This design comes from an exercise in tuning for small area and a short achievable clock period on the open sky130 flow, not from production work. At most, simulation tests tie the RTL to the original design; equivalence was not proved. Function not checked in run 1: the RTL went through the layout flow alone.

## flow/design.v (module list and top-level ports; edited modules follow where they fit)
// module winograd: 3934 lines
// module wino_ha: 6 lines
// module wino_nand: 5 lines
// module wino_nandn: 5 lines
// module wino_nor: 5 lines
// module wino_x2: 5 lines
// module wino_xn: 5 lines
// module wino_fa: 6 lines
// module winograd_top: 28 lines
module winograd_top(clk, rst_n, in_valid,
    inp10, inp11, inp12, inp13, inp20, inp21, inp22, inp23,
    inp30, inp31, inp32, inp33, inp40, inp41, inp42, inp43,
    ker10, ker11, ker12, ker20, ker21, ker22, ker30, ker31, ker32,
    out_valid, out10, out11, out20, out21);
  // ...
==> flow/flow/run.sh <==
#!/bin/bash
# Own layout flow: the standard flow (standard.sh) with two changes:
#  - the port buffers use a small buffer cell (buf_1) instead of the default choice;
#  - timing repair aims for 11.1 ns of setup slack, i.e. it works on every path
#    longer than 4.4 ns (the clock period stays 15.5 ns).
export BUFFER_PORTS_ARGS="-buffer_cell sky130_fd_sc_hd__buf_1"
export SETUP_SLACK_MARGIN=11.1
bash standard.sh > standard.log 2>&1
==> flow/standard.sh <==
#!/bin/bash
# synth_recipe.tcl (not shown) runs the flow's synth.tcl, then flattens the netlist and writes it again
# the make line also repeats each setting of config.mk as NAME=value (left out here)
make -C /OpenROAD-flow-scripts/flow DESIGN_CONFIG=/design/flow/config.mk WORK_HOME=/design/flow/orfs CLKGATE_MAP_FILE= SYNTH_SCRIPT=/design/flow/synth_recipe.tcl "${@:-finish}"
==> flow/config.mk <==
export PLATFORM = sky130hd
export DESIGN_NAME = winograd_top
export DESIGN_NICKNAME = winograd_top
export VERILOG_FILES = /design/flow/design.v
export SDC_FILE = /design/flow/constraint.sdc
export NUM_CORES = 4
export LEC_CHECK = 0
export CAP_MARGIN = 20
export CORE_MARGIN = 2
export CORE_UTILIZATION = 60
export CTS_CLUSTER_DIAMETER = 100
export CTS_CLUSTER_SIZE = 25
export SLEW_MARGIN = 20
export SYNTH_HIERARCHICAL = 1
==> flow/constraint.sdc <==
create_clock -name core_clock -period 15.5 [get_ports {clk}]
set_input_delay 3.1000 -clock core_clock [delete_from_list [all_inputs] [get_ports {clk}]]
set_output_delay 3.1000 -clock core_clock [all_outputs]
set_load 0.01 [all_outputs]
==> impl_results.md, run 1 <==
- Period minus WS final: 4.41 ns
- CTS Buf Count: 20
- Met2 track demand over resource: 55.5%
- Sequential standard cell area: 0.00745 mm2
- Area share of and/or/nand/nor cells after synthesis: 8.09%
- Standard-cell rows: 77
- Worst path cell trace: fa_2, buf_4, fa_2, fa_2, nand2_1, xnor2_2, fa_2, fa_1, fa_1, fa_2, xor2_2
- Clock latency of the later-clocked register in the worst-skew pair: 0.57 ns
- Proportion of register bits with asynchronous set or reset after synthesis: 0%
- Share of synthesized area spent on multiplexers: 0%
- Main area contributors after synthesis: fa_1, dfxtp_1, xor2_1
- Initial antenna violation count: 3
- Total non-filler cell area in the finished layout: 0.0299 mm2
- Final ANT Viol Nets: 0
- Multi-input gate share of total cell area: 63.2%
- Run status: complete, no violations
- Routed met3 length: 4740 um
- Area growth from synthesis to final layout: 11.0%
- Pin count of the biggest net entering global routing: 26
- Clock Tree Root: clkbuf_16
- Flip-flop and latch count after synthesis: 368
- Multi-input combinational gate total: 1618
- Post-route insts no fill: 3144
- Setup slack at placement: 10.31 ns
- Synth Flop Type: dfxtp_1
- Met1 layer usage reported by global route: 43.2%
- Sinks on Clock Net: 368
- Critical path class: register to register
- PnR worst setup slack: 11.09 ns
- Net count after synthesis: 3107
- Largest Register: vld
- Setup repair after global routing missed its margin: true
- Number of fillers in the final layout: 3413
- Worst hold path type: register to register
- CP bufs+invs: 1
- Horizontal die dimension: 216 um
- Overflow left after global routing: 0
==> inputs of run 2 (changes only) <==
--- a/flow/design.v
+++ b/flow/design.v
@@ -112,16 +112,17 @@
 reg r1_n19;
 reg r1_n115;
 reg r1_n21;
 reg r1_n117;
 reg r1_n65;
 reg r1_n229;
 reg r1_n67;
 reg r1_n262;
+reg r1_n33;
 reg r1_n278;
 reg r1_n35;
 reg r1_n131;
 reg r1_n37;
 reg r1_n133;
 reg r1_n294;
 reg r1_n83;
 reg r1_n310;
@@ -151,62 +152,54 @@
 reg r1_inp43_4;
 reg r1_n370;
 reg r1_inp43_5;
 reg r1_n381;
 reg r1_n387;
 reg r1_inp12_0;
 reg r1_inp12_2;
 reg r1_inp12_3;
-reg r1_n398;
-reg r1_n401;
-reg r1_n400;
 reg r1_inp12_4;
 reg r1_inp22_4;
 reg r1_inp32_4;
 reg r1_n402;
+reg r1_n404;
 reg r1_inp12_5;
 reg r1_inp22_5;
 reg r1_inp32_5;
 reg r1_n413;
 reg r1_n419;
 reg r1_inp42_0;
 reg r1_inp42_2;
 reg r1_inp42_3;
-reg r1_n430;
-reg r1_n433;
-reg r1_n432;
 reg r1_inp42_4;
 reg r1_n434;
+reg r1_n436;
 reg r1_inp42_5;
 reg r1_n445;
 reg r1_n451;
 reg r1_inp11_0;
 reg r1_inp11_2;
 reg r1_inp11_3;
-reg r1_n462;
-reg r1_n465;
-reg r1_n464;
 reg r1_inp11_4;
 reg r1_inp21_4;
 reg r1_inp31_4;
 reg r1_n466;
+reg r1_n468;
 reg r1_inp11_5;
 reg r1_inp21_5;
 reg r1_inp31_5;
 reg r1_n477;
 reg r1_n483;
 reg r1_inp41_0;
 reg r1_inp41_2;
 reg r1_inp41_3;
-reg r1_n494;
-reg r1_n497;
-reg r1_n496;
 reg r1_inp41_4;
 reg r1_n498;
+reg r1_n500;
 reg r1_inp41_5;
 reg r1_n509;
 reg r1_n515;
 reg r1_inp10_0;
 reg r1_inp10_1;
 reg r1_inp10_2;
 reg r1_inp10_3;
 reg r1_n526;
@@ -237,29 +230,34 @@
 reg r1_n395;
 reg r1_n582;
 reg r1_n523;
 reg r1_n585;
 reg r1_n463;
 reg r1_n399;
 reg r1_n586;
 reg r1_n527;
+reg r1_n467;
+reg r1_n403;
 reg r1_n327;
 reg r1_n331;
 reg r1_n617;
 reg r1_n335;
 reg r1_n618;
 reg r1_n551;
 reg r1_n427;
 reg r1_n555;
 reg r1_n649;
 reg r1_n495;
 reg r1_n431;
 reg r1_n650;
 reg r1_n559;
+reg r1_n499;
+reg r1_n435;
+reg r1_n359;
 reg r1_n363;
 reg r1_n681;
 reg r1_n367;
 reg r1_n682;
 reg r1_n713;
 reg r1_n714;
 reg r1_n734;
 reg r1_n741;
@@ -277,36 +275,33 @@
 reg r2_n940;
 reg r2_n952;
 reg r2_n953;
 reg r1_n261;
 reg r1_n583;
 reg r2_n1021;
 reg r2_n1016;
 reg r2_n1023;
-reg r2_n1024;
-reg r2_n1034;
 reg r2_n1035;
+reg r2_n1036;
 reg r1_n1106;
 reg r1_n293;
 reg r1_n679;
 reg r2_n1224;
 reg r2_n1219;
 reg r2_n1226;
 reg r2_n1238;
 reg r2_n1239;
 reg r1_n309;
 reg r1_n647;
 reg r2_n1301;
 reg r2_n1296;
 reg r2_n1303;
 reg r2_n1315;
 reg r2_n1316;
-reg r1_n1318;
-reg r1_n1319;
 reg r2_n918;
 reg r2_n1204;
 reg r2_n1430;
 reg r2_n1431;
 reg r2_n924;
 reg r2_n1210;
 reg r2_n1438;
 reg r2_n932;
@@ -364,41 +359,41 @@
 reg r2_n2199;
 reg r2_n2190;
 reg r2_n2213;
 reg r2_n2229;
 reg r2_n2250;
 reg r2_n1625;
 reg r2_n2062;
 reg r2_n2183;
-reg r3_n2193;
-reg r3_n2260;
-reg r3_n1685;
-reg r3_n2088;
-reg r3_n2205;
-reg r3_n1824;
+reg r3_n1708;
+reg r3_n2259;
+reg r3_n2219;
+reg r3_n2122;
 reg r2_n1750;
 reg r3_n1750;
-reg r3_n2235;
+reg r3_n2205;
+reg r3_n1667;
+reg r3_n1685;
+reg r3_n2104;
+reg r3_n2258;
+reg r3_n2260;
+reg r3_n2257;
+reg r3_n2074;
 reg r3_n2145;
+reg r3_n1651;
 reg r3_n1637;
-reg r3_n2074;
-reg r3_n2259;
+reg r3_n2088;
 reg r3_n1772;
-reg r3_n2122;
-reg r3_n2258;
-reg r3_n1708;
-reg r3_n1667;
 reg r3_n1786;
+reg r3_n1824;
+reg r3_n2193;
+reg r3_n2235;
 reg r3_n2261;
-reg r3_n1651;
-reg r3_n2219;
 reg r3_n1802;
-reg r3_n2104;
-reg r3_n2257;
 wire n1, n2;
 wino_ha u_n2(ker10[0], ker30[0], n1, n2);
 wire n3, n4;
 wino_fa u_n4(ker10[1], ker30[1], n2, n3, n4);
 wire n5, n6;
 wino_fa u_n6(ker10[2], ker30[2], n4, n5, n6);
 wire n7, n8;
 wino_fa u_n8(ker10[3], ker30[3], n6, n7, n8);
@@ -855,21 +850,21 @@
 wino_fa u_n396(n390, n392, n393, n395, n396);
 wire n397, n398;
 wino_fa u_n398(inp12[2], ~inp22[2], inp32[2], n397, n398);
 wire n399, n400;
 wino_fa u_n400(n394, n397, n396, n399, n400);
 wire n401, n402;
 wino_fa u_n402(inp12[3], ~inp22[3], inp32[3], n401, n402);
 wire n403, n404;
-wino_fa u_n404(r1_n398, r1_n401, r1_n400, n403, n404);
+wino_fa u_n404(n398, n401, n400, n403, n404);
 wire n405, n406;
 wino_fa u_n406(r1_inp12_4, ~r1_inp22_4, r1_inp32_4, n405, n406);
 wire n407, n408;
-wino_fa u_n408(r1_n402, n405, n404, n407, n408);
+wino_fa u_n408(r1_n402, n405, r1_n404, n407, n408);
 wire n409, n410;
 wino_fa u_n410(r1_inp12_5, ~r1_inp22_5, r1_inp32_5, n409, n410);
 wire n411, n412;
 wino_fa u_n412(n406, n409, n408, n411, n412);
 wire n413, n414;
 wino_fa u_n414(inp12[6], ~inp22[6], inp32[6], n413, n414);
 wire n415, n416;
 wino_fa u_n416(n410, r1_n413, n412, n415, n416);
@@ -893,21 +888,21 @@
 wino_fa u_n428(~n422, n424, n425, n427, n428);
 wire n429, n430;
 wino_fa u_n430(inp22[2], inp32[2], ~inp42[2], n429, n430);
 wire n431, n432;
 wino_fa u_n432(n426, n429, n428, n431, n432);
 wire n433, n434;
 wino_fa u_n434(inp22[3], inp32[3], ~inp42[3], n433, n434);
 wire n435, n436;
-wino_fa u_n436(r1_n430, r1_n433, r1_n432, n435, n436);
+wino_fa u_n436(n430, n433, n432, n435, n436);
 wire n437, n438;
 wino_fa u_n438(r1_inp22_4, r1_inp32_4, ~r1_inp42_4, n437, n438);
 wire n439, n440;
-wino_fa u_n440(r1_n434, n437, n436, n439, n440);
+wino_fa u_n440(r1_n434, n437, r1_n436, n439, n440);
 wire n441, n442;
 wino_fa u_n442(r1_inp22_5, r1_inp32_5, ~r1_inp42_5, n441, n442);
 wire n443, n444;
 wino_fa u_n444(n438, n441, n440, n443, n444);
 wire n445, n446;
 wino_fa u_n446(inp22[6], inp32[6], ~inp42[6], n445, n446);
 wire n447, n448;
 wino_fa u_n448(n442, r1_n445, n444, n447, n448);
@@ -930,21 +925,21 @@
 wino_fa u_n460(n454, n456, n457, n459, n460);
 wire n461, n462;
 wino_fa u_n462(inp11[2], ~inp21[2], inp31[2], n461, n462);
 wire n463, n464;
 wino_fa u_n464(n458, n461, n460, n463, n464);
 wire n465, n466;
 wino_fa u_n466(inp11[3], ~inp21[3], inp31[3], n465, n466);
 wire n467, n468;
-wino_fa u_n468(r1_n462, r1_n465, r1_n464, n467, n468);
+wino_fa u_n468(n462, n465, n464, n467, n468);
 wire n469, n470;
 wino_fa u_n470(r1_inp11_4, ~r1_inp21_4, r1_inp31_4, n469, n470);
 wire n471, n472;
-wino_fa u_n472(r1_n466, n469, n468, n471, n472);
+wino_fa u_n472(r1_n466, n469, r1_n468, n471, n472);
 wire n473, n474;
 wino_fa u_n474(r1_inp11_5, ~r1_inp21_5, r1_inp31_5, n473, n474);
 wire n475, n476;
 wino_fa u_n476(n470, n473, n472, n475, n476);
 wire n477, n478;
 wino_fa u_n478(inp11[6], ~inp21[6], inp31[6], n477, n478);
 wire n479, n480;
 wino_fa u_n480(n474, r1_n477, n476, n479, n480);
@@ -968,21 +963,21 @@
 wino_fa u_n492(~n486, n488, n489, n491, n492);
 wire n493, n494;
 wino_fa u_n494(inp21[2], inp31[2], ~inp41[2], n493, n494);
 wire n495, n496;
 wino_fa u_n496(n490, n493, n492, n495, n496);
 wire n497, n498;
 wino_fa u_n498(inp21[3], inp31[3], ~inp41[3], n497, n498);
 wire n499, n500;
-wino_fa u_n500(r1_n494, r1_n497, r1_n496, n499, n500);
+wino_fa u_n500(n494, n497, n496, n499, n500);
 wire n501, n502;
 wino_fa u_n502(r1_inp21_4, r1_inp31_4, ~r1_inp41_4, n501, n502);
 wire n503, n504;
-wino_fa u_n504(r1_n498, n501, n500, n503, n504);
+wino_fa u_n504(r1_n498, n501, r1_n500, n503, n504);
 wire n505, n506;
 wino_fa u_n506(r1_inp21_5, r1_inp31_5, ~r1_inp41_5, n505, n506);
 wire n507, n508;
 wino_fa u_n508(n502, n505, n504, n507, n508);
 wire n509, n510;
 wino_fa u_n510(inp21[6], inp31[6], ~inp41[6], n509, n510);
 wire n511, n512;
 wino_fa u_n512(n506, r1_n509, n508, n511, n512);
@@ -1079,17 +1074,17 @@
 wino_fa u_n586(n584, n459, n395, n585, n586);
 wire n587, n588;
 wino_fa u_n588(r1_n582, r1_n523, ~r1_n585, n587, n588);
 wire n589, n590;
 wino_fa u_n590(r1_n463, r1_n399, r1_n586, n589, n590);
 wire n591, n592;
 wino_fa u_n592(r1_n527, ~n589, n588, n591, n592);
 wire n593, n594;
-wino_fa u_n594(n467, n403, n590, n593, n594);
+wino_fa u_n594(r1_n467, r1_n403, n590, n593, n594);
 wire n595, n596;
 wino_fa u_n596(n531, ~n593, n592, n595, n596);
 wire n597, n598;
 wino_fa u_n598(n471, n407, n594, n597, n598);
 wire n599, n600;
 wino_fa u_n600(n535, ~n597, n596, n599, n600);
 wire n601, n602;
 wino_fa u_n602(n475, n411, n598, n601, n602);
@@ -1116,19 +1111,19 @@
 wino_fa u_n618(n614, n616, n459, n617, n618);
 wire n619, n620;
 wino_fa u_n620(~r1_n395, r1_n331, r1_n617, n619, n620);
 wire n621, n622;
 wino_fa u_n622(r1_n463, r1_n335, r1_n618, n621, n622);
 wire n623, n624;
 wino_fa u_n624(~r1_n399, n620, n621, n623, n624);
 wire n625, n626;
-wino_fa u_n626(n467, n339, n622, n625, n626);
+wino_fa u_n626(r1_n467, n339, n622, n625, n626);
 wire n627, n628;
-wino_fa u_n628(~n403, n624, n625, n627, n628);
+wino_fa u_n628(~r1_n403, n624, n625, n627, n628);
 wire n629, n630;
 wino_fa u_n630(n471, n343, n626, n629, n630);
 wire n631, n632;
 wino_fa u_n632(~n407, n628, n629, n631, n632);
 wire n633, n634;
 wino_fa u_n634(n475, n347, n630, n633, n634);
 wire n635, n636;
 wino_fa u_n636(~n411, n632, n633, n635, n636);
@@ -1154,17 +1149,17 @@
 wino_fa u_n650(n646, n648, n491, n649, n650);
 wire n651, n652;
 wino_fa u_n652(r1_n427, ~r1_n555, r1_n649, n651, n652);
 wire n653, n654;
 wino_fa u_n654(r1_n495, r1_n431, r1_n650, n653, n654);
 wire n655, n656;
 wino_fa u_n656(~r1_n559, n652, n653, n655, n656);
 wire n657, n658;
-wino_fa u_n658(n499, n435, n654, n657, n658);
+wino_fa u_n658(r1_n499, r1_n435, n654, n657, n658);
 wire n659, n660;
 wino_fa u_n660(~n563, n656, n657, n659, n660);
 wire n661, n662;
 wino_fa u_n662(n503, n439, n658, n661, n662);
 wire n663, n664;
 wino_fa u_n664(~n567, n660, n661, n663, n664);
 wire n665, n666;
 wino_fa u_n666(n507, n443, n662, n665, n666);
@@ -1192,19 +1187,19 @@
 wino_fa u_n682(n678, n680, n491, n681, n682);
 wire n683, n684;
 wino_fa u_n684(~r1_n427, r1_n363, r1_n681, n683, n684);
 wire n685, n686;
 wino_fa u_n686(r1_n495, r1_n367, r1_n682, n685, n686);
 wire n687, n688;
 wino_fa u_n688(~r1_n431, n684, n685, n687, n688);
 wire n689, n690;
-wino_fa u_n690(n499, n371, n686, n689, n690);
+wino_fa u_n690(r1_n499, n371, n686, n689, n690);
 wire n691, n692;
-wino_fa u_n692(~n435, n688, n689, n691, n692);
+wino_fa u_n692(~r1_n435, n688, n689, n691, n692);
 wire n693, n694;
 wino_fa u_n694(n503, n375, n690, n693, n694);
 wire n695, n696;
 wino_fa u_n696(~n439, n692, n693, n695, n696);
 wire n697, n698;
 wino_fa u_n698(n507, n379, n694, n697, n698);
 wire n699, n700;
 wino_fa u_n700(~n443, n696, n697, n699, n700);
@@ -1700,19 +1695,19 @@
 wino_xn u_n1032(n1020, n1030, n1032);
 wire n1033;
 wino_x2 u_n1033(n968, n996, n1033);
 wire n1034;
 wino_x2 u_n1034(n1031, n1032, n1034);
 wire n1035;
 wino_xn u_n1035(n1022, n1033, n1035);
 wire n1036;
-wino_xn u_n1036(r2_n1024, r2_n1034, n1036);
+wino_xn u_n1036(n1024, n1034, n1036);
 wire n1037;
-wino_x2 u_n1037(r2_n1035, n1036, n1037);
+wino_x2 u_n1037(r2_n1035, r2_n1036, n1037);
 wire n1038;
 wino_nand u_n1038(r1_n17, r1_n327, n1038);
 wire n1039;
 wino_nand u_n1039(r1_n17, r1_n331, n1039);
 wire n1040;
 wino_nand u_n1040(r1_n17, r1_n335, n1040);
 wire n1041;
 wino_nand u_n1041(r1_n17, n339, n1041);
@@ -2159,75 +2154,75 @@
 wino_xn u_n1314(n1311, n1302, n1314);
 wire n1315;
 wino_x2 u_n1315(n1312, n1313, n1315);
 wire n1316;
 wino_xn u_n1316(n1304, n1314, n1316);
 wire n1317;
 wino_x2 u_n1317(r2_n1315, r2_n1316, n1317);
 wire n1318;
-assign n1318 = ~n33;
+assign n1318 = ~r1_n33;
 wire n1319;
-assign n1319 = ~n359;
+assign n1319 = ~r1_n359;
 wire n1320;
-wino_nand u_n1320(r1_n1318, r1_n1319, n1320);
+wino_nand u_n1320(n1318, n1319, n1320);
 wire n1321;
-wino_nand u_n1321(r1_n1318, r1_n363, n1321);
+wino_nand u_n1321(n1318, r1_n363, n1321);
 wire n1322;
-wino_nand u_n1322(r1_n1318, r1_n367, n1322);
+wino_nand u_n1322(n1318, r1_n367, n1322);
 wire n1323;
-wino_nand u_n1323(r1_n1318, n371, n1323);
+wino_nand u_n1323(n1318, n371, n1323);
 wire n1324;
-wino_nand u_n1324(r1_n1318, n375, n1324);
+wino_nand u_n1324(n1318, n375, n1324);
 wire n1325;
-wino_nand u_n1325(r1_n1318, n379, n1325);
+wino_nand u_n1325(n1318, n379, n1325);
 wire n1326;
-wino_nand u_n1326(r1_n1318, n383, n1326);
+wino_nand u_n1326(n1318, n383, n1326);
 wire n1327;
-wino_nand u_n1327(r1_n35, r1_n1319, n1327);
+wino_nand u_n1327(r1_n35, n1319, n1327);
 wire n1328;
 wino_nand u_n1328(r1_n35, r1_n363, n1328);
 wire n1329;
 wino_nand u_n1329(r1_n35, r1_n367, n1329);
 wire n1330;
 wino_nand u_n1330(r1_n35, n371, n1330);
 wire n1331;
 wino_nand u_n1331(r1_n35, n375, n1331);
 wire n1332;
 wino_nand u_n1332(r1_n35, n379, n1332);
 wire n1333;
-wino_nand u_n1333(r1_n37, r1_n1319, n1333);
+wino_nand u_n1333(r1_n37, n1319, n1333);
 wire n1334;
 wino_nand u_n1334(r1_n37, r1_n363, n1334);
 wire n1335;
 wino_nand u_n1335(r1_n37, r1_n367, n1335);
 wire n1336;
 wino_nand u_n1336(r1_n37, n371, n1336);
 wire n1337;
 wino_nand u_n1337(r1_n37, n375, n1337);
 wire n1338;
-wino_nand u_n1338(n39, r1_n1319, n1338);
+wino_nand u_n1338(n39, n1319, n1338);
 wire n1339;
 wino_nand u_n1339(n39, r1_n363, n1339);
 wire n1340;
 wino_nand u_n1340(n39, r1_n367, n1340);
 wire n1341;
 wino_nand u_n1341(n39, n371, n1341);
 wire n1342;
-wino_nand u_n1342(n41, r1_n1319, n1342);
+wino_nand u_n1342(n41, n1319, n1342);
 wire n1343;
 wino_nand u_n1343(n41, r1_n363, n1343);
 wire n1344;
 wino_nand u_n1344(n41, r1_n367, n1344);
 wire n1345;
-wino_nand u_n1345(n43, r1_n1319, n1345);
+wino_nand u_n1345(n43, n1319, n1345);
 wire n1346;
 wino_nand u_n1346(n43, r1_n363, n1346);
 wire n1347;
-wino_nand u_n1347(n45, r1_n1319, n1347);
+wino_nand u_n1347(n45, n1319, n1347);
 wire n1348, n1349;
 wino_xn u_n1348(n1321, n1327, n1348);
 wino_nor u_n1349(n1321, n1327, n1349);
 wire n1350, n1351;
 wino_x2 u_n1350(n1349, n1328, n1350);
 wino_nandn u_n1351(n1349, n1328, n1351);
 wire n1352, n1353;
 wino_fa u_n1353(n1322, n1333, n1350, n1352, n1353);
@@ -3644,16 +3639,17 @@
   r1_n19 <= n19;
   r1_n115 <= n115;
   r1_n21 <= n21;
   r1_n117 <= n117;
   r1_n65 <= n65;
   r1_n229 <= n229;
   r1_n67 <= n67;
   r1_n262 <= n262;
+  r1_n33 <= n33;
   r1_n278 <= n278;
   r1_n35 <= n35;
   r1_n131 <= n131;
   r1_n37 <= n37;
   r1_n133 <= n133;
   r1_n294 <= n294;
   r1_n83 <= n83;
   r1_n310 <= n310;
@@ -3683,62 +3679,54 @@
   r1_inp43_4 <= inp43[4];
   r1_n370 <= n370;
   r1_inp43_5 <= inp43[5];
   r1_n381 <= n381;
   r1_n387 <= n387;
   r1_inp12_0 <= inp12[0];
   r1_inp12_2 <= inp12[2];
   r1_inp12_3 <= inp12[3];
-  r1_n398 <= n398;
-  r1_n401 <= n401;
-  r1_n400 <= n400;
   r1_inp12_4 <= inp12[4];
   r1_inp22_4 <= inp22[4];
   r1_inp32_4 <= inp32[4];
   r1_n402 <= n402;
+  r1_n404 <= n404;
   r1_inp12_5 <= inp12[5];
   r1_inp22_5 <= inp22[5];
   r1_inp32_5 <= inp32[5];
   r1_n413 <= n413;
   r1_n419 <= n419;
   r1_inp42_0 <= inp42[0];
   r1_inp42_2 <= inp42[2];
   r1_inp42_3 <= inp42[3];
-  r1_n430 <= n430;
-  r1_n433 <= n433;
-  r1_n432 <= n432;
   r1_inp42_4 <= inp42[4];
   r1_n434 <= n434;
+  r1_n436 <= n436;
   r1_inp42_5 <= inp42[5];
   r1_n445 <= n445;
   r1_n451 <= n451;
   r1_inp11_0 <= inp11[0];
   r1_inp11_2 <= inp11[2];
   r1_inp11_3 <= inp11[3];
-  r1_n462 <= n462;
-  r1_n465 <= n465;
-  r1_n464 <= n464;
   r1_inp11_4 <= inp11[4];
   r1_inp21_4 <= inp21[4];
   r1_inp31_4 <= inp31[4];
   r1_n466 <= n466;
+  r1_n468 <= n468;
   r1_inp11_5 <= inp11[5];
   r1_inp21_5 <= inp21[5];
   r1_inp31_5 <= inp31[5];
   r1_n477 <= n477;
   r1_n483 <= n483;
   r1_inp41_0 <= inp41[0];
   r1_inp41_2 <= inp41[2];
   r1_inp41_3 <= inp41[3];
-  r1_n494 <= n494;
-  r1_n497 <= n497;
-  r1_n496 <= n496;
   r1_inp41_4 <= inp41[4];
   r1_n498 <= n498;
+  r1_n500 <= n500;
   r1_inp41_5 <= inp41[5];
   r1_n509 <= n509;
   r1_n515 <= n515;
   r1_inp10_0 <= inp10[0];
   r1_inp10_1 <= inp10[1];
   r1_inp10_2 <= inp10[2];
   r1_inp10_3 <= inp10[3];
   r1_n526 <= n526;
@@ -3769,29 +3757,34 @@
   r1_n395 <= n395;
   r1_n582 <= n582;
   r1_n523 <= n523;
   r1_n585 <= n585;
   r1_n463 <= n463;
   r1_n399 <= n399;
   r1_n586 <= n586;
   r1_n527 <= n527;
+  r1_n467 <= n467;
+  r1_n403 <= n403;
   r1_n327 <= n327;
   r1_n331 <= n331;
   r1_n617 <= n617;
   r1_n335 <= n335;
   r1_n618 <= n618;
   r1_n551 <= n551;
   r1_n427 <= n427;
   r1_n555 <= n555;
   r1_n649 <= n649;
   r1_n495 <= n495;
   r1_n431 <= n431;
   r1_n650 <= n650;
   r1_n559 <= n559;
+  r1_n499 <= n499;
+  r1_n435 <= n435;
+  r1_n359 <= n359;
   r1_n363 <= n363;
   r1_n681 <= n681;
   r1_n367 <= n367;
   r1_n682 <= n682;
   r1_n713 <= n713;
   r1_n714 <= n714;
   r1_n734 <= n734;
   r1_n741 <= n741;
@@ -3809,36 +3802,33 @@
   r2_n940 <= n940;
   r2_n952 <= n952;
   r2_n953 <= n953;
   r1_n261 <= n261;
   r1_n583 <= n583;
   r2_n1021 <= n1021;
   r2_n1016 <= n1016;
   r2_n1023 <= n1023;
-  r2_n1024 <= n1024;
-  r2_n1034 <= n1034;
   r2_n1035 <= n1035;
+  r2_n1036 <= n1036;
   r1_n1106 <= n1106;
   r1_n293 <= n293;
   r1_n679 <= n679;
   r2_n1224 <= n1224;
   r2_n1219 <= n1219;
   r2_n1226 <= n1226;
   r2_n1238 <= n1238;
   r2_n1239 <= n1239;
   r1_n309 <= n309;
   r1_n647 <= n647;
   r2_n1301 <= n1301;
   r2_n1296 <= n1296;
   r2_n1303 <= n1303;
   r2_n1315 <= n1315;
   r2_n1316 <= n1316;
-  r1_n1318 <= n1318;
-  r1_n1319 <= n1319;
   r2_n918 <= n918;
   r2_n1204 <= n1204;
   r2_n1430 <= n1430;
   r2_n1431 <= n1431;
   r2_n924 <= n924;
   r2_n1210 <= n1210;
   r2_n1438 <= n1438;
   r2_n932 <= n932;
@@ -3896,41 +3886,41 @@
   r2_n2199 <= n2199;
   r2_n2190 <= n2190;
   r2_n2213 <= n2213;
   r2_n2229 <= n2229;
   r2_n2250 <= n2250;
   r2_n1625 <= n1625;
   r2_n2062 <= n2062;
   r2_n2183 <= n2183;
-  r3_n2193 <= n2193;
-  r3_n2260 <= n2260;
-  r3_n1685 <= n1685;
-  r3_n2088 <= n2088;
-  r3_n2205 <= n2205;
-  r3_n1824 <= n1824;
+  r3_n1708 <= n1708;
+  r3_n2259 <= n2259;
+  r3_n2219 <= n2219;
+  r3_n2122 <= n2122;
   r2_n1750 <= n1750;
   r3_n1750 <= r2_n1750;
-  r3_n2235 <= n2235;
+  r3_n2205 <= n2205;
+  r3_n1667 <= n1667;
+  r3_n1685 <= n1685;
+  r3_n2104 <= n2104;
+  r3_n2258 <= n2258;
+  r3_n2260 <= n2260;
+  r3_n2257 <= n2257;
+  r3_n2074 <= n2074;
   r3_n2145 <= n2145;
+  r3_n1651 <= n1651;
   r3_n1637 <= n1637;
-  r3_n2074 <= n2074;
-  r3_n2259 <= n2259;
+  r3_n2088 <= n2088;
   r3_n1772 <= n1772;
-  r3_n2122 <= n2122;
-  r3_n2258 <= n2258;
-  r3_n1708 <= n1708;
-  r3_n1667 <= n1667;
   r3_n1786 <= n1786;
+  r3_n1824 <= n1824;
+  r3_n2193 <= n2193;
+  r3_n2235 <= n2235;
   r3_n2261 <= n2261;
-  r3_n1651 <= n1651;
-  r3_n2219 <= n2219;
   r3_n1802 <= n1802;
-  r3_n2104 <= n2104;
-  r3_n2257 <= n2257;
 end
 assign out10 = {r3_n1708, r3_n1708, r3_n1708, r3_n1685, r3_n1667, r3_n1651, r3_n1637, r3_n2258};
 assign out11 = {r3_n1824, r3_n1824, r3_n1824, r3_n1802, r3_n1786, r3_n1772, r3_n2259, r3_n1750};
 assign out20 = {r3_n2145, r3_n2145, r3_n2145, r3_n2122, r3_n2104, r3_n2088, r3_n2074, r3_n2260};
 assign out21 = {r3_n2257, r3_n2257, r3_n2257, r3_n2235, r3_n2219, r3_n2205, r3_n2193, r3_n2261};
 endmodule
 module wino_ha(a, b, s, c);
 input a, b;
==> flow/flow/run.sh (replaced) <==
#!/bin/bash
# Own layout flow: the standard flow (standard.sh) with two changes:
#  - the port buffers use a small buffer cell (buf_1) instead of the default choice;
#  - timing repair aims for 11.0 ns of setup slack, i.e. it works on every path
#    longer than 4.5 ns (the clock period stays 15.5 ns).
export BUFFER_PORTS_ARGS="-buffer_cell sky130_fd_sc_hd__buf_1"
export SETUP_SLACK_MARGIN=11.0
bash standard.sh > standard.log 2>&1
==> impl_results.md, run 2 <==
- Number of global-route vias before repair: 18000
- Synth Flop Type: dfxtp_1
- Total non-filler cell area in the finished layout: 0.0294 mm2 (-1.8%)
- Port Buffer Count: 235
- Maximum fanout along the worst path: 3
- Layout cells sized above 1: 7.83%
- Setup violation total in the final timing report: 0
- TritonCTS clock tree: yes
- Main area contributors after synthesis: fa_1, dfxtp_1, xor2_1
- Flip-flop and latch count after synthesis: 363 (-1.4%)
- Hold-fix buffers at CTS: 0
- Clock latency of the later-clocked register in the worst-skew pair: 0.56 ns (about the same)
- Pin count of the biggest net entering global routing: 26 (unchanged)
- CTS Buf Count: 20 (unchanged)
- Initial antenna violation count: 0 (-3)
- Core area: 0.0442 mm2
- Critical path required time: 15.94 ns
- Clock Tree Root: clkbuf_16
- Vertical extent of the die: 216 um
- Final cycle utilization of the critical path: 28.9%
- Most frequent standard cell in the layout excluding fill and tap cells: fa_1
- Final setup skew: 0.0238 ns
- Number of hold violations in the final report: 0
- Final setup TNS: 0 ns
- Violation count after the first detailed-routing iteration: 1128
- Initial core utilization: 60.8%
- Most frequently used cell type in the post-synthesis netlist: fa_1
- Final ANT Viol Nets: 0 (unchanged)
- Horizontal die dimension: 216 um (-0.18%)
- Startpoint Class: primary input
- Routed length per instance: 22.9 um
- Largest Register: vld
- Syn Std Cell Area: 0.0269 mm2
- Metal1 wirelength: 27700 um
- H-tree lvl count: 1
- Fraction of the yosys area taken by sequential cells: 27.0%
- Overflow left after global routing: 0 (unchanged)
- I/O pin count: 236
- Router iterations before antenna repair: 5
- Number of antenna cells inserted: 0
- Commonest cells after routing, fill and taps aside: fa_1, nand2_1, dfxtp_1
- Standard-cell rows: 77 (unchanged)
- Setup repair after global routing missed its margin: true
- Synthesized instance count: 2272
- Run status: complete, no violations
- Sinks on Clock Net: 363 (-1.4%)
- Library cell with the largest summed area after synthesis: fa_1
- Placed instance count: 3068
- Mapped Avg Cell Area: 11.8 um2
- Longest Clk Path Bufs: 3
- Synth cell count leaders: fa_1, nand2_1, dfxtp_1
- Count of yosys warnings during synthesis: 8
- Post-DP Area: 0.0283 mm2
- DPL Wire Length: 63900 um
- Critical path class: primary input to register
- Top metal layer carrying routed signals: met4
- Global Route Usage Sum: 32.3%
- Endpoint arrival time on the critical path: 4.92 ns
- Placer's final routability congestion estimate: 0.979
- Reported max-cap violation count: 0
- Via count of the routed design: 16100
- Maximum achievable frequency: 223 MHz
- Total Nets Final: 3341
- Number of library cell types mapped by synthesis: 11
- Post-route insts no fill: 3108 (-1.1%)
- Wire length of the first global-routing pass: 107000 um
- Worst relative slew slack: 48.0%
- Worst hold path type: register to register
- Area growth from synthesis to final layout: 9.39%
- Number of flops mapped to enable cells by yosys: 0
- Met2 WL post-DR: 34100 um
- Final Max Slew Viols: 0
- Worst-path clk slew: 0.10 ns
- # DRC: 0
- Routed Wire Length: 71300 um
- Area of the die: 0.0465 mm2
- Net count after synthesis: 3102 (-0.16%)
- Mean number of vias per cell: 5.19
- Transition time at the pin with the least slew margin: 0.777 ns
- Proportion of register bits with asynchronous set or reset after synthesis: 0% (unchanged)
- Period minus WS final: 4.48 ns (+0.0644 ns)
- Routed met3 length: 5190 um (+9.6%)
- Portion of synthesized cell area occupied by the leading cell type: 45.3%
- Flip-flop count of the largest register, all copies and words added: 3
- Crit. End Element: register
[run 2: cell types whose count changed in the layout (fill, tap and decap cells not counted), sizes merged]
cell	before	now
dfxtp	368	363
buf	276	244
bufinv	1	0
clkbuf	25	27
[run 2: metal layers]
layer  GRT usage (%)  up-vias
li1                -     7056
met1            42.4     8289
met3            4.90      135
met4            16.3        0
met5               0        -
met2            52.7      645
[run 2: what timing repair did]
| item | CTS | global route |
|---|---|---|
| pin swaps | 4 | 36 |
| resized for setup | 31 | 112 |
| setup buffers | 1 | 12 |
| endpoints found under the setup margin | 49 | 41 |
[run 2: kinds of logic after synthesis]
logic type	after synthesis	synth area share, %
XOR/XNOR	434	14.1
flip-flops	363	27.0
buffers and inverters	291	4.51
AND/OR/NAND/NOR	557	8.12
adder cells (fa/ha/maj)	627	46.2
[run 2: cell type report]
type	count	area, um2
multi-input combinational	1618	18700
sequential	363	7340
clock buffer	22	529
inverter	259	975
clock inverter	5	73.8
tap	592	741
timing repair buffer	249	1000
fill	3482	14800
[run 2: final timing paths]
| check | start | endpoint | slack, ns | cells past startpoint |
|---|---|---|---|---|
| worst max-delay path | inp12[1] | core.r1_n403 | 11.02 | 5 |
| worst min-delay path | core.r2_n1750 | core.r3_n1750 | 0.34 | 0 |
| worst max register to register | core.r1_n115 | core.r2_n1758 | 11.04 | 9 |
| worst min register to register | core.r2_n1750 | core.r3_n1750 | 0.34 | 0 |
[run 2: modules after synthesis, one instance, submodules excluded, excerpt]
module | times used | flip-flops and latches | cells inside | cell area, um2
wino_fa | 608 | 0 | 1 | 20.0
wino_ha | 19 | 0 | 1 | 12.5
wino_nandn | 33 | 0 | 1 | 6.26
wino_nor | 58 | 0 | 1 | 3.75
wino_x2 | 304 | 0 | 1 | 8.76
wino_xn | 130 | 0 | 1 | 8.76
winograd | 1 | 360 | 651 | 8420
winograd_top | 1 | 3 | 6 | 78.8
[run 2: per-stage QoR]
stage                     hold WS (ns)  util (%)  setup WS, ns
after floorplan                  0.310         -         10.69
after global placement           0.312      64.1         10.31
after detailed placement         0.313      64.1         10.26
after CTS                        0.337      65.6         10.88
after global routing             0.356      66.5         10.94
final                            0.342      66.5         11.02
[run 2: worst max-delay path: stages]
cell and delay (ns):
clkbuf_2 0.14, fa_1 0.52, fa_2 0.37, fa_2 0.35
fa_1 0.44
==> inputs of run 3 (changes only) <==
--- a/flow/config.mk
+++ b/flow/config.mk
@@ -11,4 +11,5 @@
 export CTS_CLUSTER_DIAMETER = 100
 export CTS_CLUSTER_SIZE = 25
+export PLACE_DENSITY = 0.9
 export SLEW_MARGIN = 20
 export SYNTH_HIERARCHICAL = 1
==> impl_results.md, run 3 <==
- Worst r2r path cells: 9 (unchanged)
- Synth cell count leaders: fa_1, nand2_1, dfxtp_1
- Flip-flop count of the largest register, all copies and words added: 3 (unchanged)
- Core area: 0.0442 mm2 (unchanged)
- Transition time at the pin with the least slew margin: 0.698 ns (-0.0789 ns)
- Hold Crit Endpoint: core.r3_n1750
- Pin count of the biggest net entering global routing: 26 (unchanged)
- Initial core utilization: 60.8% (unchanged)
- Critical path class: primary input to register
- Final Max Slew Viols: 0 (unchanged)
- Most frequent standard cell in the layout excluding fill and tap cells: fa_1
- Commonest cells after routing, fill and taps aside: fa_1, nand2_1, dfxtp_1
- Synthesized instance count: 2272 (unchanged)
- Area of the die: 0.0465 mm2 (unchanged)
- Horizontal die dimension: 216 um (unchanged)
- Most frequently used cell type in the post-synthesis netlist: fa_1
- Clock latency of the later-clocked register in the worst-skew pair: 0.57 ns (about the same)
- Parity-gate share of the synthesized area counting xor and xnor cells: 14.1% (unchanged)
- Number of hold violations in the final report: 0 (unchanged)
- Launch instance of the worst register-to-register path: core.r1_n115
- TritonCTS clock tree: yes
- DPL Wire Length: 64600 um (+1.1%)
- Placer's final routability congestion estimate: 1.01 (+3.6%)
- Via count of the routed design: 16800 (+4.1%)
- Final cycle utilization of the critical path: 29.1% (+0.26 points)
- Total Nets Final: 3334 (-0.21%)
- Minimum setup slack among reg-to-reg paths: 11.02 ns (-0.02 ns)
- Vertical extent of the die: 216 um (unchanged)
- Portion of synthesized cell area occupied by the leading cell type: 45.3% (unchanged)
- Main area contributors after synthesis: fa_1, dfxtp_1, xor2_1
- # DRC: 0 (unchanged)
- Setup repair after global routing missed its margin: true
- Proportion of register bits with asynchronous set or reset after synthesis: 0% (unchanged)
- Total non-filler cell area in the finished layout: 0.0292 mm2 (-0.55%)
- Global Route Usage Sum: 32.7% (+0.41 points)
- Longest Clk Path Bufs: 3 (unchanged)
- Net count after synthesis: 3102 (unchanged)
- Hold-fix buffers at CTS: 0 (unchanged)
- Share of synthesized area spent on multiplexers: 0% (unchanged)
- Startpoint Class: primary input
- Layout cells sized above 1: 6.90% (-0.93 points)
- Crit Reg-Reg Endpoint: core.r2_n1758
- Wire length of the first global-routing pass: 110000 um (+2.5%)
- Library cell with the largest summed area after synthesis: fa_1
- Number of library cell types mapped by synthesis: 11 (unchanged)
- Final ANT Viol Nets: 0 (unchanged)
- H-tree lvl count: 1 (unchanged)
- Synth Flop Type: dfxtp_1
- Final setup skew: 0.0338 ns (+0.0100 ns)
- Syn Std Cell Area: 0.0269 mm2 (unchanged)
- Maximum fanout along the worst path: 3 (unchanged)
- Startpoint of the tightest hold check path: core.r2_n1750
- Worst hold path type: register to register
- Synth Area in Adders: 46.2% (unchanged)
- Run status: complete, no violations
- Area share of and/or/nand/nor cells after synthesis: 8.12% (unchanged)
- Final Core Density: 66.1% (-0.37 points)
- Port Buffer Count: 235 (unchanged)
- Mean number of vias per cell: 5.41 (+4.4%)
- WHS Path Cells: 0 (unchanged)
- Crit. End Element: register
- Flip-flop and latch count after synthesis: 363 (unchanged)
- Number of flops mapped to enable cells by yosys: 0 (unchanged)
- Main combinational cell family by area after synthesis: adder cells
- Sinks on Clock Net: 363 (unchanged)
- Violation count after the first detailed-routing iteration: 1622 (+44%)
- Reported max-cap violation count: 0 (unchanged)
- Clock Tree Root: clkbuf_16
- Number of global-route vias before repair: 19200 (+7.0%)
- Initial antenna violation count: 2 (+2)
- Count of yosys warnings during synthesis: 8 (unchanged)
- Number of antenna cells inserted: 0 (unchanged)
- Routed Wire Length: 73500 um (+3.0%)
- Fraction of the yosys area taken by sequential cells: 27.0% (unchanged)
- Endpoint arrival time on the critical path: 4.96 ns (+0.04 ns)
- Router iterations before antenna repair: 5 (unchanged)
- Standard-cell rows: 77 (unchanged)
- Critical path required time: 15.94 ns (about the same)
- Routed length per instance: 23.7 um (+3.3%)
- Largest Register: vld
- Post-DP Area: 0.0283 mm2 (unchanged)
- Overflow left after global routing: 0 (unchanged)
- Setup violation total in the final timing report: 0 (unchanged)
- I/O pin count: 236 (unchanged)
- Final setup TNS: 0 ns (unchanged)
- Maximum achievable frequency: 221 MHz (-0.88%)
- Area fraction in compound gates after synthesis: 0% (unchanged)
- CTS Buf Count: 19 (-5.0%)
- Area growth from synthesis to final layout: 8.79%
- Worst relative slew slack: 53.3% (+5.3 points)
- Worst-path clk slew: 0.10 ns (about the same)
- Period minus WS final: 4.52 ns (+0.0399 ns)
- Mapped Avg Cell Area: 11.8 um2 (unchanged)
==> run 3: layout make-up <==
class,count,area (um2)
clock buffers,20,489
clock inverters,5,50.0
fillers,3167,15000
inverters,259,975
multi-input cells,1618,18700
flip-flops and latches,363,7320
well taps,592,741
repair buffers,243,957
==> run 3: repair_timing <==
action	4_1_cts	5_1_grt
endpoints found under the setup margin	56	33
buffers inserted	0	7
gates resized for setup	41	80
pin swaps	1	21
==> run 3: cells by family after synthesis <==
logic type,Yosys count
fa+ha+maj,627
simple gates,557
xor+xnor,434
buf+inv,291
flops,363
==> run 3: worst max-delay path by stage <==
stage,start,to,slack (ns)
CTS,core.r1_n131,core.r2_n1758,10.88
floorplan,inp21[1],core.r1_n499,10.69
detailed placement,ker12[0],core.r1_n133,10.25
global placement,ker12[0],core.r1_n133,10.30
global route,core.r1_n35,core.r2_n1758,10.94
finish,inp41[1],core.r1_n499,10.98
==> run 3: through the flow <==
step                cells  worst slack (ns)  hold slack, ns
floorplan            2272             10.69           0.310
global placement     3068             10.30           0.318
detailed placement   3068             10.25           0.323
CTS                  3093             10.88           0.348
global route         3100             10.94           0.348
finish               3100             10.98           0.341
==> run 3: routing by layer <==
layer | share of wire, % | track usage (%)
met5 | 0.033 | 0
met4 | 8.6 | 22.4
met3 | 8.0 | 4.64
met2 | 48 | 54.5
met1 | 35 | 39.6
==> run 3: Yosys stat by module, one instance, submodules excluded <==
| module | flops+latches | times used | cells | area [um2] |
|---|---|---|---|---|
| wino_fa | 0 | 608 | 1 | 20.0 |
| wino_xn | 0 | 130 | 1 | 8.76 |
| wino_nand | 0 | 463 | 1 | 3.75 |
| wino_ha | 0 | 19 | 1 | 12.5 |
| winograd_top | 3 | 1 | 6 | 78.8 |
| wino_nor | 0 | 58 | 1 | 3.75 |
| wino_nandn | 0 | 33 | 1 | 6.26 |
| winograd | 360 | 1 | 651 | 8420 |
| wino_x2 | 0 | 304 | 1 | 8.76 |
==> run 3: critical path: stages <==
cell	delay, ns
buf_2	0.15
inv_2	0.08
fa_1	0.48
fa_2	0.36
fa_2	0.34
fa_1	0.45
==> inputs of run 4 (changes only) <==
--- a/flow/config.mk
+++ b/flow/config.mk
@@ -11,5 +11,6 @@
 export CTS_CLUSTER_DIAMETER = 100
 export CTS_CLUSTER_SIZE = 25
-export PLACE_DENSITY = 0.9
+export GPL_ROUTABILITY_DRIVEN = 0
+export PLACE_DENSITY = 0.75
 export SLEW_MARGIN = 20
 export SYNTH_HIERARCHICAL = 1
==> impl_results.md, run 4 <==
- Worst path cell trace: clkbuf_4, inv_1, fa_1, fa_2, fa_2, fa_1
- Worst relative slew slack: 58.1% (+4.8 points)
- Clock latency of the later-clocked register in the worst-skew pair: 0.56 ns (about the same)
- Area fraction in compound gates after synthesis: 0% (unchanged)
- Longest Clk Path Bufs: 3 (unchanged)
- Sequential standard cell area: 0.00733 mm2 (about the same)
- I/O pin count: 236 (unchanged)
- Pin count of the biggest net entering global routing: 26 (unchanged)
- Library cell with the largest summed area after synthesis: fa_1
- Synth Area in Adders: 46.2% (unchanged)
- Synth Flop Type: dfxtp_1
- Setup repair after global routing missed its margin: true
- Crit Reg-Reg Endpoint: core.r2_n2019
- Mean number of vias per cell: 5.24 (-3.2%)
- Hold Crit Endpoint: core.r3_n1750
- Main combinational cell family by area after synthesis: adder cells
- Via count of the routed design: 16300 (-2.9%)
- Final cycle utilization of the critical path: 29.0% (-0.10 points)
- Setup violation total in the final timing report: 0 (unchanged)
- Total Nets Final: 3347 (+0.39%)
- Number of hold violations in the final report: 0 (unchanged)
- Portion of synthesized cell area occupied by the leading cell type: 45.3% (unchanged)
- Worst-path clk slew: 0.09 ns (about the same)
- Worst hold path type: register to register
- Final setup skew: 0.0316 ns (-0.00215 ns)
- Final ANT Viol Nets: 0 (unchanged)
- Period minus WS final: 4.50 ns (-0.0155 ns)
- Vertical extent of the die: 216 um (unchanged)
- Maximum fanout along the worst path: 3 (unchanged)
- Initial core utilization: 60.8% (unchanged)
- Clock Tree Root: clkbuf_16
- Most frequent standard cell in the layout excluding fill and tap cells: fa_1
- Kind of cell adding the most delay to the critical path: adder cells
- Final Max Slew Viols: 0 (unchanged)
- Commonest cells after routing, fill and taps aside: fa_1, nand2_1, dfxtp_1
- Parity-gate share of the synthesized area counting xor and xnor cells: 14.1% (unchanged)
- Critical path required time: 15.93 ns (about the same)
- DPL Wire Length: 60700 um (-6.1%)
- Area share of and/or/nand/nor cells after synthesis: 8.12% (unchanged)
- Routed length per instance: 22.0 um (-7.1%)
- Total non-filler cell area in the finished layout: 0.0293 mm2 (+0.33%)
- Area of the die: 0.0465 mm2 (unchanged)
- Slowest cell on the critical path: fa_1
- Proportion of register bits with asynchronous set or reset after synthesis: 0% (unchanged)
- Overflow left after global routing: 0 (unchanged)
- CP bufs+invs: 2 (unchanged)
- Number of fillers in the final layout: 3276 (+3.4%)
- Transition time at the pin with the least slew margin: 0.624 ns (-0.0740 ns)
- Area growth from synthesis to final layout: 9.14%
- Number of antenna cells inserted: 0 (unchanged)
- Synth cell count leaders: fa_1, nand2_1, dfxtp_1
- TritonCTS clock tree: yes
- Worst r2r path cells: 11 (+2)
- Launch instance of the worst register-to-register path: core.r1_ker30_1
- Synthesized instance count: 2272 (unchanged)
- Endpoint arrival time on the critical path: 4.93 ns (-0.03 ns)
- Delay of the slowest cell on the worst path: 0.46 ns (-0.02 ns)
- Start point of the critical path: inp41[1]
- Reported max-cap violation count: 0 (unchanged)
- Post-DP Area: 0.0283 mm2 (unchanged)
- Minimum setup slack among reg-to-reg paths: 11.07 ns (+0.05 ns)
- Startpoint of the tightest hold check path: core.r2_n1750
- Crit. End Element: register
- Number of flops mapped to enable cells by yosys: 0 (unchanged)
- Critical path class: primary input to register
- PnR worst setup slack: 11.00 ns (+0.0155 ns)
- Layout cells sized above 1: 7.15% (+0.25 points)
- Setup slack at placement: 10.25 ns (-0.00100 ns)
- Wire length of the first global-routing pass: 105000 um (-4.9%)
- Fraction of the yosys area taken by sequential cells: 27.0% (unchanged)
- Net count after synthesis: 3102 (unchanged)
- Standard-cell rows: 77 (unchanged)
- H-tree lvl count: 1 (unchanged)
- Port Buffer Count: 235 (unchanged)
- Sinks on Clock Net: 363 (unchanged)
- Count of yosys warnings during synthesis: 8 (unchanged)
- Most frequently used cell type in the post-synthesis netlist: fa_1
- Run status: complete, no violations
- Main area contributors after synthesis: fa_1, dfxtp_1, xor2_1
- WHS Path Cells: 0 (unchanged)
- Hold-fix buffers at CTS: 0 (unchanged)
- Mapped Avg Cell Area: 11.8 um2 (unchanged)
- CTS Buf Count: 19 (unchanged)
- Horizontal die dimension: 216 um (unchanged)
- Routed Wire Length: 68500 um (-6.8%)
- Flip-flop count of the largest register, all copies and words added: 3 (unchanged)
- Core area: 0.0442 mm2 (unchanged)
- Global Route Usage Sum: 30.7% (-2.0 points)
- Initial antenna violation count: 2 (unchanged)
- Final setup TNS: 0 ns (unchanged)
- Flip-flop and latch count after synthesis: 363 (unchanged)
- Number of library cell types mapped by synthesis: 11 (unchanged)
- # DRC: 0 (unchanged)
- Router iterations before antenna repair: 6 (+1)
- Area taken by multi-input logic gates: 0.0187 mm2 (about the same)
- Maximum achievable frequency: 222 MHz (+0.34%)
- Largest Register: vld
- Violation count after the first detailed-routing iteration: 1230 (-24%)
- Number of global-route vias before repair: 18300 (-4.5%)
- Syn Std Cell Area: 0.0269 mm2 (unchanged)
- Startpoint Class: primary input
- Share of synthesized area spent on multiplexers: 0% (unchanged)
[run 4: cell counts after synthesis]
Identical to the previous run, type by type.
[run 4: kinds of logic after synthesis]
| kind of cell | Yosys count |
|---|---|
| XOR/XNOR | 434 |
| adder cells (fa/ha/maj) | 627 |
| buffers and inverters | 291 |
| flip-flops | 363 |
| AND/OR/NAND/NOR | 557 |
[run 4: per-module statistics from Yosys (local to each module, per instance)]
module | flops+latches | times used
wino_fa | 0 | 608
winograd | 360 | 1
wino_nandn | 0 | 33
wino_ha | 0 | 19
wino_xn | 0 | 130
wino_x2 | 0 | 304
winograd_top | 3 | 1
wino_nand | 0 | 463
wino_nor | 0 | 58
[run 4: stage by stage]
| step | hold slack [ns] | std cells | util, % |
|---|---|---|---|
| detailed placement | 0.314 | 3068 | 64.1 |
| CTS | 0.337 | 3095 | 65.6 |
| floorplan | 0.310 | 2272 | - |
| global placement | 0.316 | 3068 | 64.1 |
| finish | 0.336 | 3111 | 66.3 |
| global route | 0.354 | 3111 | 66.3 |
[run 4: layout make-up]
cell class | instances | share of cell area, %
clock inverters | 3 | 0.149
multi-input cells | 1618 | 63.8
inverters | 259 | 3.32
repair buffers | 256 | 3.59
well taps | 592 | 2.53
flip-flops and latches | 363 | 25.0
clock buffers | 20 | 1.67
[run 4: worst max path at each step]
stage / endpoint / slack [ns] / cells past startpoint
2_1_floorplan: core.r1_n499 / 10.69 / 4
3_3_place_gp: core.r1_n133 / 10.31 / 5
3_5_place_dp: core.r1_n133 / 10.25 / 5
4_1_cts: core.r2_n1036 / 10.98 / 9
5_1_grt: core.r2_n1578 / 10.95 / 13
6_report: core.r1_n499 / 11.00 / 6
[run 4: per-layer routing]
layer	track usage, %	wire, um	up-vias	share of wire, %
li1	-	-	7065	-
met1	37.8	25300	8260	37
met2	49.1	31800	757	46
met3	5.95	5190	217	7.6
met4	21.5	6250	4	9.1
met5	0	27	-	0.039
[run 4: timing repair]
item	4_1_cts	5_1_grt
gates resized for setup	38	82
pin swaps	6	33
setup buffers	4	16
setup endpoints to repair	52	35
==> inputs of run 5 (changes only) <==
--- a/flow/config.mk
+++ b/flow/config.mk
@@ -11,5 +11,4 @@
 export CTS_CLUSTER_DIAMETER = 100
 export CTS_CLUSTER_SIZE = 25
-export GPL_ROUTABILITY_DRIVEN = 0
 export PLACE_DENSITY = 0.75
 export SLEW_MARGIN = 20
==> impl_results.md, run 5 <==
- Mean number of vias per cell: 5.23 (-0.17%)
- Commonest cells after routing, fill and taps aside: fa_1, nand2_1, dfxtp_1
- Initial antenna violation count: 0 (-2)
- Router iterations before antenna repair: 6 (unchanged)
- Setup repair after global routing missed its margin: true
- Final setup skew: 0.0268 ns (-0.00488 ns)
- DPL Wire Length: 61200 um (+0.75%)
- Flip-flop count of the largest register, all copies and words added: 3 (unchanged)
- Global Route Usage Sum: 30.7% (+0.055 points)
- Transition time at the pin with the least slew margin: 0.690 ns (+0.0655 ns)
- Area share of and/or/nand/nor cells after synthesis: 8.12% (unchanged)
- Area growth from synthesis to final layout: 8.72%
- Placed instance count: 3067 (-0.033%)
- Overflow left after global routing: 0 (unchanged)
- Initial core utilization: 60.8% (unchanged)
- Final cycle utilization of the critical path: 29.0% (-0.035 points)
- Delay of the slowest cell on the worst path: 0.51 ns (+0.05 ns)
- Area fraction in compound gates after synthesis: 0% (unchanged)
- Number of global-route vias before repair: 18200 (-0.76%)
- Wire length of the first global-routing pass: 104000 um (-0.52%)
- Critical path required time: 15.93 ns (about the same)
- Number of library cell types mapped by synthesis: 11 (unchanged)
- CP bufs+invs: 1 (-1)
- Period minus WS final: 4.49 ns (-0.00550 ns)
- Worst path cell trace: buf_2, fa_1, fa_2, fa_2, fa_1
- Final ANT Viol Nets: 0 (unchanged)
- Crit. End Element: register
- Met2 WL post-DR: 32700 um (+3.1%)
- Kind of cell adding the most delay to the critical path: adder cells
- Vertical extent of the die: 216 um (unchanged)
- Endpoint arrival time on the critical path: 4.93 ns (about the same)
- Synth Area in Adders: 46.2% (unchanged)
- Pin count of the biggest net entering global routing: 26 (unchanged)
- Critical path class: primary input to register
- Net count after synthesis: 3102 (unchanged)
- Most frequent standard cell in the layout excluding fill and tap cells: fa_1
- Clock Tree Root: clkbuf_16
- Area of the die: 0.0465 mm2 (unchanged)
- Synth Flop Type: dfxtp_1
- Metal1 wirelength: 25300 um (+0.33%)
- Post-route insts no fill: 3096 (-0.48%)
- Sinks on Clock Net: 363 (unchanged)
- Startpoint Class: primary input
- Syn Std Cell Area: 0.0269 mm2 (unchanged)
- Number of flops mapped to enable cells by yosys: 0 (unchanged)
- Hold-fix buffers at CTS: 0 (unchanged)
- Synthesized instance count: 2272 (unchanged)
- Proportion of register bits with asynchronous set or reset after synthesis: 0% (unchanged)
- Fraction of the yosys area taken by sequential cells: 27.0% (unchanged)
- Number of antenna cells inserted: 0 (unchanged)
- Final setup TNS: 0 ns (unchanged)
- Layout cells sized above 1: 6.51% (-0.64 points)
- Reported max-cap violation count: 0 (unchanged)
- Slowest cell on the critical path: fa_1
- Top metal layer carrying routed signals: met4
- Clock latency of the later-clocked register in the worst-skew pair: 0.56 ns (about the same)
- Final Max Slew Viols: 0 (unchanged)
- Total Nets Final: 3333 (-0.42%)
- Largest Register: vld
- Main combinational cell family by area after synthesis: adder cells
- TritonCTS clock tree: yes
- Share of synthesized area spent on multiplexers: 0% (unchanged)
- Placer's final routability congestion estimate: 0.998
- H-tree lvl count: 1 (unchanged)
- Routed Wire Length: 68900 um (+0.65%)
- Main area contributors after synthesis: fa_1, dfxtp_1, xor2_1
- Longest Clk Path Bufs: 3 (unchanged)
- Parity-gate share of the synthesized area counting xor and xnor cells: 14.1% (unchanged)
- Maximum fanout along the worst path: 3 (unchanged)
- Violation count after the first detailed-routing iteration: 1269 (+3.2%)
- Number of hold violations in the final report: 0 (unchanged)
- Horizontal die dimension: 216 um (unchanged)
- Routed length per instance: 22.3 um (+1.1%)
- Mapped Avg Cell Area: 11.8 um2 (unchanged)
- Flip-flop and latch count after synthesis: 363 (unchanged)
- # DRC: 0 (unchanged)
- Worst-path clk slew: 0.10 ns (about the same)
- Via count of the routed design: 16200 (-0.65%)
- Worst relative slew slack: 53.7% (-4.4 points)
- Standard-cell rows: 77 (unchanged)
- Port Buffer Count: 235 (unchanged)
- Run status: complete, no violations
- Core area: 0.0442 mm2 (unchanged)
- Most frequently used cell type in the post-synthesis netlist: fa_1
- Portion of synthesized cell area occupied by the leading cell type: 45.3% (unchanged)
- Setup violation total in the final timing report: 0 (unchanged)
- Synth cell count leaders: fa_1, nand2_1, dfxtp_1
- Worst hold path type: register to register
- Routed met3 length: 5430 um (+4.6%)
- Count of yosys warnings during synthesis: 8 (unchanged)
- CTS Buf Count: 19 (unchanged)
- Library cell with the largest summed area after synthesis: fa_1
- Maximum achievable frequency: 222 MHz (+0.12%)
- I/O pin count: 236 (unchanged)
## run 5: per-layer routing
layer  vias to the layer above  GRT usage, %
li1                       7024             -
met1                      8308          37.7
met2                       700          50.0
met3                       165          6.15
met4                         0          19.8
met5                         -             0
## run 5: logic make-up (layout without fill, tap and decap cells)
family	after synthesis	count (layout)
buffers and inverters	291	523
XOR/XNOR	434	434
AND/OR/NAND/NOR	557	557
adder cells (fa/ha/maj)	627	627
flip-flops	363	363
## run 5: modules after synthesis, one instance, submodules excluded
module / copies in the design / area, um2
wino_fa: 608 / 20.0
wino_ha: 19 / 12.5
wino_nand: 463 / 3.75
wino_nandn: 33 / 6.26
wino_nor: 58 / 3.75
wino_x2: 304 / 8.76
wino_xn: 130 / 8.76
winograd: 1 / 8420
winograd_top: 1 / 78.8
## run 5: layout make-up
cell class / instances / area [um2]
Clock buffer: 19 / 475
Multi-Input combinational cell: 1618 / 18700
Tap cell: 592 / 741
Clock inverter: 3 / 45.0
Sequential cell: 363 / 7320
Timing Repair Buffer: 242 / 947
Inverter: 259 / 975
Fill cell: 3352 / 15000
## run 5: through the flow
| stage | util (%) | hold slack (ns) | instance area [um2] | setup WS (ns) |
|---|---|---|---|---|
| 2_1_floorplan | - | 0.310 | 27000 | 10.69 |
| 3_3_place_gp | 64.1 | 0.312 | 28300 | 10.30 |
| 3_5_place_dp | 64.1 | 0.316 | 28300 | 10.27 |
| 4_1_cts | 65.4 | 0.340 | 28900 | 10.98 |
| 5_1_grt | 66.1 | 0.354 | 29200 | 10.97 |
| 6_report | 66.1 | 0.336 | 29200 | 11.01 |
## run 5: worst paths after layout
path | slack, ns | to | cells past startpoint | from
worst min register to register | 0.34 | core.r3_n1750 | 0 | core.r2_n1750
worst max register to register | 11.06 | core.r2_n1239 | 10 | core.r1_inp43_4
worst max-delay path | 11.01 | core.r1_n403 | 5 | inp12[1]
worst min-delay path | 0.34 | core.r3_n1750 | 0 | core.r2_n1750
## run 5: timing repair
item / in CTS / in global routing
pin swaps: 1 / 16
buffers inserted: 0 / 7
resized for setup: 37 / 79
endpoints found under the setup margin: 49 / 35
endpoints found under the hold margin: 0 / 0

-- separate check: timing with driven ports --
In the flow no input, the clock included, has a driving cell. The finished layouts below were timed again as built, in two steps. Step 1, drivers: a clkbuf_16 drives clk and a buf_2 each remaining input, both assumed. Step 2 times the ports against the registers' clock, not the clock port: input delays grow and output delays shrink by t, the midpoint of the rising clock arrivals with the driver on. Slacks: no drivers / after step 1 / after step 2; pairs: no drivers / after step 1.
run	shift t [ns]	slack for setup (ns)	worst setup path after step 2	latest minus earliest clock arrival (ns)	pins driven straight from the clock port
run 1	0.609	11.089 / 11.089 / 10.528	input to register	0.038 / 0.039	1
run 2	0.615	11.024 / 11.041 / 10.443	input to register	0.032 / 0.032	1
run 3	0.607	10.984 / 11.011 / 10.404	input to register	0.037 / 0.037	1
run 4	0.602	11.000 / 11.022 / 10.420	input to register	0.032 / 0.032	1
run 5	0.601	11.005 / 11.044 / 10.444	input to register	0.027 / 0.027	1
After both steps every run listed still meets setup and hold. The setup slack of run 2, which loses most, moves by +0.017 ns with the drivers and by -0.581 ns with both steps.
